Source: an optimization exercise on an open RTL-to-GDS flow (aim: small area and a short achievable clock period). Production flows keep margins and buffers that such runs may drop.
The RTL was checked by simulation tests, not by an equivalence proof against the original design.
Power is estimated from default activity; no workload was simulated.

Setup of v32:
## xortally_net
module xortally_net(
	input clk,
	input rst,
	input [16:0] x1,
	input [16:0] x2,
	input [16:0] w1,
	input [16:0] w2,
	input [16:0] w3,
	input [16:0] w4,
	input [16:0] w5,
	input [16:0] w6,
	input [16:0] b1,
	input [16:0] b2,
	input [16:0] b3,
	output [16:0] h1,
	output [16:0] h2,
	output [16:0] y
);
For scale: roughly 7200 cells after synthesis, ~310 flip-flops, about 240 I/O pins.
clock: 11.0 ns
lec_check: 0
abc_area: 1
cap_margin: 20
core_margin: 2
core_utilization: 45
setup_slack_margin: 4
slew_margin: 20
standard.sh (not shown) runs the stock make flow with config.mk's settings and CLKGATE_MAP_FILE= SYNTH_SCRIPT=/design/flow/synth_recipe.tcl, a recipe that flattens the netlist after the stock synthesis.
==> flow/flow/run.sh <==
#!/bin/bash
# The standard layout (standard.sh, which runs the ORFS make targets and
# keeps each step's log under orfs/logs), with the port buffers that ORFS's
# buffer_ports adds taken from the smallest buffer cell instead of the one it
# picks itself. Everything else, synthesis included, is the standard flow.
set -o pipefail
export BUFFER_PORTS_ARGS="-buffer_cell sky130_fd_sc_hd__buf_1"
bash standard.sh > standard.log 2>&1
Input-level comparison between v14 and v32:
-- flow/config.mk --
<<< v32, line 10
export CORE_MARGIN = 2
export CORE_UTILIZATION = 45
export SETUP_SLACK_MARGIN = 4
export SLEW_MARGIN = 20
>>> v14, line 10
export CORE_MARGIN = 2
export CORE_UTILIZATION = 45
export SETUP_SLACK_MARGIN = 4.5
export SLEW_MARGIN = 20
Notes after the runs:
- Looking at the reports, v14 completed the entire flow and the layout it produced met the timing, DRC and antenna checks.
- Switching power as a share of total power: v14 vs v32 down 0.20 points
- Looking at critical path endpoint, the n1.t2[20] result is from v14; the n1.t2[26] one comes from v32.
- Between v32 and v14, the flow reports leakage power increasing by a few percent.
- Changes observed in v14 relative to v32: largest driver fanout on the critical path rose 2, clock distribution area overhead in the final layout shows a reduction of 0.17 points, growth of design area from synthesis to finish now sits higher, design area went up.
- As of v14, overall power consumption had risen by a few percent compared to v32.
- Against v32, v14 reports a post-layout utilization of the core that is higher.

* * *

xortally_net, a different RTL version from the one above (not shown whole).
For scale: roughly 7900 cells after synthesis, roughly 240 I/O pins, roughly 0.041 mm^2 of cells after synthesis.
Settings: LEC_CHECK=0, ABC_AREA=1, CAP_MARGIN=20, CORE_MARGIN=2, CORE_UTILIZATION=45, SETUP_SLACK_MARGIN=4, SLEW_MARGIN=20; clock period 11.0 ns.
==> flow/flow/run.sh <==
#!/bin/bash
# Standard layout, with the port buffers taken from the smallest buffer cell.
set -o pipefail
cp standard.sh standard_sh_copy.txt
export BUFFER_PORTS_ARGS="-buffer_cell sky130_fd_sc_hd__buf_1"
bash standard.sh > standard.log 2>&1
Change:
==> flow/flow/run.sh (replaced) <==
#!/bin/bash
# The standard layout (standard.sh, which runs the ORFS make targets and
# keeps each step's log under orfs/logs), with the port buffers that ORFS's
# buffer_ports adds taken from the smallest buffer cell instead of the one it
# picks itself. Everything else, synthesis included, is the standard flow.
set -o pipefail
export BUFFER_PORTS_ARGS="-buffer_cell sky130_fd_sc_hd__buf_1"
bash standard.sh > standard.log 2>&1
Settings changed: CTS_BUF_LIST set to sky130_fd_sc_hd__clkbuf_2 sky130_fd_sc_hd__clkbuf_4 sky130_fd_sc_hd__clkbuf_8.
Worst hold slack barely changes.
Routed wire length stays flat.
Final cell count goes up slightly.
Power hardly moves.
Change:
Settings changed: CTS_BUF_LIST sky130_fd_sc_hd__clkbuf_2 sky130_fd_sc_hd__clkbuf_4 sky130_fd_sc_hd__clkbuf_8 to unset.
Result:
- The changed run completed with no timing, DRC or antenna violations
- routed wire length is about the same
- non-clock buffer count shrinks by 6
- core utilization came out lower by 0.13 points
- hold slack barely changes
- via count went down slightly
- global-route usage is about the same
- area after synthesis stays the same
- sequential cell count does not change
- setup slack degrades by 0.020 ns
- die area stays the same
- combinational power came out lower slightly
Change:
==> flow/run.sh (new file) <==
#!/bin/bash
# synth_recipe.tcl (not shown) runs the flow's synth.tcl, then flattens the netlist and writes it again
# the make line also repeats each setting of config.mk as NAME=value (left out here)
make -C /OpenROAD-flow-scripts/flow DESIGN_CONFIG=/design/flow/config.mk WORK_HOME=/design/flow/orfs CLKGATE_MAP_FILE= SYNTH_SCRIPT=/design/flow/synth_recipe.tcl finish
Settings changed: SETUP_SLACK_MARGIN 4 to 5.
removed: flow/flow/run.sh
removed: flow/standard.sh
Result: Non-clock buffer count rises by 206; worst hold slack improved by 0.0063 ns; routed wire length rises by 9.1%; via count rises by 4.8%; cell area rises by 16%; synthesized area is unchanged; worst setup slack improved by 0.43 ns.

* * *

xortally_net, a different RTL version from the one above (not shown whole).
Size: roughly 7400 cells after synthesis, roughly 310 flip-flops, ~240 I/O pins, ~40000 sq um of cells after synthesis.
export LEC_CHECK = 0
export ABC_AREA = 1
export CAP_MARGIN = 20
export CORE_MARGIN = 2
export CORE_UTILIZATION = 45
export PLACE_DENSITY = 0.75
export SETUP_SLACK_MARGIN = 4.5
export SLEW_MARGIN = 20
create_clock -name core_clock -period 11.0 [get_ports {clk}]
==> flow/flow/run.sh <==
#!/bin/bash
# The standard layout (standard.sh, which runs the ORFS make targets and
# keeps each step's log under orfs/logs), with the port buffers that ORFS's
# buffer_ports adds taken from the smallest buffer cell instead of the one it
# picks itself. Everything else, synthesis included, is the standard flow.
set -o pipefail
export BUFFER_PORTS_ARGS="-buffer_cell sky130_fd_sc_hd__buf_1"
bash standard.sh > standard.log 2>&1
The baseline finished clean.
Next try:
CORE_UTILIZATION = 55   (was 45)
Setup slack gains 25 ps.
Hold slack loses 73 ps.
First-iteration DRC count drops by 1.4%.
Total power drops by 4.1%.
Utilization climbs by 11 points.
Clock skew drops by 17 ps.
Routed wire length drops by 2.0%.
Via count drops by 0.40%.
Die area drops by 18%.
Sequential power stays flat.
Combinational power drops by 3.6%.
Next try:
CORE_UTILIZATION = 45   (was 55)
SETUP_SLACK_MARGIN = 4   (was 4.5)
Result: Total power falls slightly; sequential power hardly moves; global-route usage went down by 5.7 points; wire length is higher slightly; worst hold slack improves by 71 ps; combinational power drops by a few percent; worst setup slack degrades by 380 ps.
Next try:
CORE_UTILIZATION = 62   (was 45)
PLACE_DENSITY = 0.8   (was 0.75)
SETUP_SLACK_MARGIN = 4.5   (was 4)
Worst setup slack improved by 270 ps.
Total power goes up by 5.4%.
Sequential share of layout area stays flat.
Die area went down by 27%.
Routed wire length goes up by 0.52%.
Design area is higher by 1.6%.
Via count rose by 3.2%.
Clock-buffer cell count stays the same.
Worst hold slack gains 10 ps.

* * *

xortally_net again, from the RTL that the note above started with.
==> flow/design.v (excerpt) <==
module xortally_net(
	input clk,
	input rst,
	input [16:0] x1,
	input [16:0] x2,
	input [16:0] w1,
	input [16:0] w2,
	input [16:0] w3,
	input [16:0] w4,
	input [16:0] w5,
	input [16:0] w6,
	input [16:0] b1,
	input [16:0] b2,
	input [16:0] b3,
	output [16:0] h1,
	output [16:0] h2,
	output [16:0] y
);
==> flow/config.mk <==
export PLATFORM = sky130hd
export DESIGN_NAME = xortally_net
export DESIGN_NICKNAME = xortally_net
export VERILOG_FILES = /design/flow/design.v
export SDC_FILE = /design/flow/constraint.sdc
export NUM_CORES = 4
export LEC_CHECK = 0
export ABC_AREA = 1
export CAP_MARGIN = 20
export CORE_MARGIN = 2
export CORE_UTILIZATION = 45
export SETUP_SLACK_MARGIN = 4.5
export SLEW_MARGIN = 20
==> flow/constraint.sdc <==
create_clock -name core_clock -period 11.0 [get_ports {clk}]
set_input_delay 2.2000 -clock core_clock [delete_from_list [all_inputs] [get_ports {clk}]]
set_output_delay 2.2000 -clock core_clock [all_outputs]
set_load 0.01 [all_outputs]
Scripts as last shown in full above: flow/flow/run.sh
Next try:
--- a/flow/config.mk
+++ b/flow/config.mk
@@ -11,3 +11,3 @@
 export CORE_UTILIZATION = 45
-export SETUP_SLACK_MARGIN = 4.5
+export SETUP_SLACK_MARGIN = 4
 export SLEW_MARGIN = 20
The new run finished with timing, DRC and antenna clean; synthesized cell count stays the same; count of clock-buffer cells in the layout does not change; wire length decreases by 1.3%; final cell count decreases by 0.62%; power decreases by 6.2%; via count decreases by 0.96%; register-to-register slack got worse by 0.29 ns; global-route usage decreases by 0.29 points; flip-flop and latch count is unchanged; sequential share of layout area increases by 0.29 points; setup slack got worse by 0.26 ns.

* * *

RTL: one of the versions met above, not the one the previous note started from.
Size: ~7900 cells after synthesis, roughly 310 flip-flops, ~0.041 mm2 of cells after synthesis.
clock: 11.0 ns
lec_check: 0
abc_area: 1
cap_margin: 20
core_margin: 2
core_utilization: 45
place_density: 0.75
setup_slack_margin: 4
slew_margin: 20
Scripts as last shown in full above: flow/flow/run.sh
Then changed:
==> flow/run.sh (new file) <==
#!/bin/bash
# synth_recipe.tcl (not shown) runs the flow's synth.tcl, then flattens the netlist and writes it again
# the make line also repeats each setting of config.mk as NAME=value (left out here)
make -C /OpenROAD-flow-scripts/flow DESIGN_CONFIG=/design/flow/config.mk WORK_HOME=/design/flow/orfs CLKGATE_MAP_FILE= SYNTH_SCRIPT=/design/flow/synth_recipe.tcl finish
- PLACE_DENSITY: 0.75 -> unset
removed: flow/flow/run.sh
removed: flow/standard.sh
=>
- The changed run finished with timing, DRC and antenna clean
- maximum frequency shrinks slightly
- setup slack is worse by 70 ps
- cell area grows by a few percent

## separate check: timing with driven ports
The flow's constraints put no driver on any port. The routed layouts listed below were extracted and timed again, unchanged, in two steps. Step 1: set_driving_cell puts a clkbuf_16 on clk and a buf_2 on each other input, an assumption about the parent block. Step 2 times the ports against the registers' clock, not the clock port: input delays grow and output delays shrink by t, the midpoint of the rising clock arrivals with the driver on. Slacks: no drivers / after step 1 / after step 2; pairs: no drivers / after step 1.
run	shift t [ns]	slack for setup (ns)	hold slack, ns	cell pins on the clock port's net
v32	0.645	4.287 / 4.287 / 3.882	0.434 / 0.434 / 0.434	1
v14	0.647	4.504 / 4.504 / 4.229	0.438 / 0.438 / 0.438	1
the first run of note 2	0.653	4.346 / 4.330 / 3.873	0.422 / 0.422 / 0.422	1
the second run of note 2	0.742	4.366 / 4.366 / 3.730	0.422 / 0.422 / 0.422	1
the third run of note 2	0.653	4.346 / 4.330 / 3.873	0.422 / 0.422 / 0.422	1
the fourth run of note 2	0.630	4.781 / 4.781 / 4.234	0.429 / 0.429 / 0.429	1
the first run of note 3	0.649	4.707 / 4.707 / 4.097	0.472 / 0.472 / 0.472	1
the second run of note 3	0.655	4.731 / 4.778 / 4.123	0.399 / 0.399 / 0.399	1
the third run of note 3	0.647	4.355 / 4.369 / 3.755	0.470 / 0.470 / 0.470	1
the fourth run of note 3	0.652	4.629 / 4.669 / 4.017	0.481 / 0.481 / 0.481	1
the first run of note 4	0.645	4.701 / 4.746 / 4.102	0.478 / 0.478 / 0.478	1
the second run of note 4	0.646	4.437 / 4.364 / 3.903	0.478 / 0.478 / 0.478	1
the first run of note 5	0.640	4.416 / 4.416 / 3.848	0.434 / 0.434 / 0.434	1
the second run of note 5	0.639	4.346 / 4.316 / 3.759	0.435 / 0.435 / 0.435	1
After both steps every run listed still meets setup and hold. For the second run of note 2, which loses most, drivers alone change the setup slack by 0.000 ns; drivers and shift together by -0.636 ns.
